This design comes from an exercise in tuning for small area and a short achievable clock period on the open sky130 flow, not from production work. Function was checked by simulation only, so behaviour that the tests miss may differ from the original.

==> inputs of trial 90 <==
==> flow/design.v (excerpt) <==
module top (
    input  logic        clk,
    input  logic        reset,
    input  logic [31:0] instr,
    output logic [31:0] result
);
clock: 250.0 ns
lec_check: 0
cap_margin: 20
core_margin: 2
core_utilization: 60
cts_buf_list: sky130_fd_sc_hd__clkbuf_8
cts_cluster_size: 30
place_density: 0.7
slew_margin: 20
run.sh (not shown) runs the stock make flow with config.mk's settings and CLKGATE_MAP_FILE= SYNTH_SCRIPT=/design/flow/synth_recipe.tcl, a recipe that flattens the netlist after the stock synthesis.
==> build 94 (differences from trial 90) <==
CORE_UTILIZATION = 40   (was 60)
CTS_BUF_LIST = default   (was sky130_fd_sc_hd__clkbuf_8)
CTS_CLUSTER_SIZE = default   (was 30)
PLACE_DENSITY = default   (was 0.7)
==> comparison <==
Against trial 90, the routed wire length of build 94 is higher by 0.97%. Of trial 90 and build 94, trial 90 has the higher clock-buffer cell count (gap 29). In trial 90 the critical path depth is higher than in build 94, by 3. Of trial 90 and build 94, build 94 has the higher non-clock buffer count (gap 1). Area after synthesis is the same in trial 90 and build 94. Build 94 finished with timing, DRC and antenna clean. Trial 90 passed the timing, design-rule and antenna checks. Against trial 90, the register-to-register slack of build 94 is lower by 1.2 ns. Synthesized cell count is the same in trial 90 and build 94. Against trial 90, the via count of build 94 is smaller by about 2.4%. Of trial 90 and build 94, build 94 has the higher design area (gap about 1.5%, measured against build 94).
==> figures <==
metric	build 94	trial 90
Via count	55426	56779
Global routing usage on met3	2.89%	7.05%
Routed length on met1	93.6 mm	89.5 mm
Clock buffer cells	110	139
Via density per instance	5.78	6.42
Flop2flop setup slack	176.91 ns	178.06 ns
Routed wire length	225 mm	223 mm
Total global-route track usage	23.7%	35.2%
Status	no timing/DRC/antenna violations	no timing/DRC/antenna violations
Final core occ	44.2%	65.4%
RD Place Congestion	0.936	0.994
Multi-input gate area in the final layout	0.0464 mm2	0.0464 mm2
Share of cell area taken by flip-flops and latches	30.4%	30.9%
Dpl hpwl	167 mm	164 mm
Clock period minus worst slack	123.32 ns	122.80 ns
Final Worst Setup Slack	126.68 ns	127.20 ns
Total met3 wirelength after detailed routing	12.6 mm	17.7 mm
Number of CTS-inserted buffers	83	136
Slew at the pin closest to its max-slew limit	1.17 ns	1.19 ns


==> inputs of 02-04 <==
Another version of the RTL of top (not shown whole).
// top
module top (
    input  logic        clk,
    input  logic        reset,
    input  logic [31:0] instr,
    output logic [31:0] result
);
clock: 250.0 ns
lec_check: 0
abc_area: 1
cap_margin: 20
core_margin: 2
core_utilization: 60
cts_buf_list: sky130_fd_sc_hd__clkbuf_8
cts_cluster_diameter: 50
cts_cluster_size: 12
place_density: 0.85
slew_margin: 20
==> 10-24 (differences from 02-04) <==
--- a/flow/config.mk
+++ b/flow/config.mk
@@ -11,6 +11,4 @@
 export CORE_UTILIZATION = 60
 export CTS_BUF_LIST = sky130_fd_sc_hd__clkbuf_8
-export CTS_CLUSTER_DIAMETER = 50
-export CTS_CLUSTER_SIZE = 12
-export PLACE_DENSITY = 0.85
+export PLACE_DENSITY = 0.7
 export SLEW_MARGIN = 20
==> qor summary <==
                                                                                       02-04                    10-24
Clk_skew                                                                           0.0490 ns                0.0960 ns
Worst reg2reg startpoint                                                      u_mem.valid[5]          u_mem.valid[31]
Crit-path slowest cell                                               sky130_fd_sc_hd__nor3_1  sky130_fd_sc_hd__xor2_1
Share of final-layout standard cells stronger than drive strength 1                    7.74%                    8.53%
Hold Path Sink                                                                u_mem.valid[3]          u_mem.valid[10]
Core Util, Final                                                                       63.5%                    64.5%
GR Util met1                                                                           59.0%                    55.4%
Number of buffers inserted during clock tree synthesis                                    85                      136
Design area                                                                      77200 sq um              78400 sq um
Critical hold path startpoint                                                 u_mem.valid[3]          u_mem.valid[10]
Met2 WL                                                                               124 mm                   128 mm
Overall via count from detail_route                                                    76800                    76700
Antenna fix cells                                                                         10                        9
Crit path required time                                                            250.69 ns                250.81 ns
Outcome                                                     no timing/DRC/antenna violations  no timing/DRC/antenna violations

[re-timing with driven ports]
How much do the figures lean on ideal ports? The routed layouts below were timed once more, with nothing changed but the port constraints. Step 1, drivers: a clkbuf_16 drives clk and a buf_2 each remaining input, both assumed. Step 2 moves the port delays by t, midway between the first and last clock arrival at a register: inputs arrive t later, outputs are due t later. That takes back most of the time a late clock gives input paths. Three values: no drivers, after step 1, after step 2; two values: the first two.
| run | shift t [ns] | setup WS [ns] | latest minus earliest clock arrival (ns) |
|---|---|---|---|
| trial 90 | 0.905 | 127.200 / 127.243 / 126.338 | 0.076 / 0.077 |
| build 94 | 0.742 | 126.679 / 126.703 / 125.961 | 0.078 / 0.078 |
| 02-04 | 0.859 | 159.489 / 159.555 / 158.696 | 0.055 / 0.055 |
| 10-24 | 0.976 | 159.634 / 159.696 / 158.720 | 0.096 / 0.096 |
After both steps every run listed still meets setup and hold. For 10-24, which loses most, drivers alone change the setup slack by +0.062 ns; drivers and shift together by -0.914 ns.
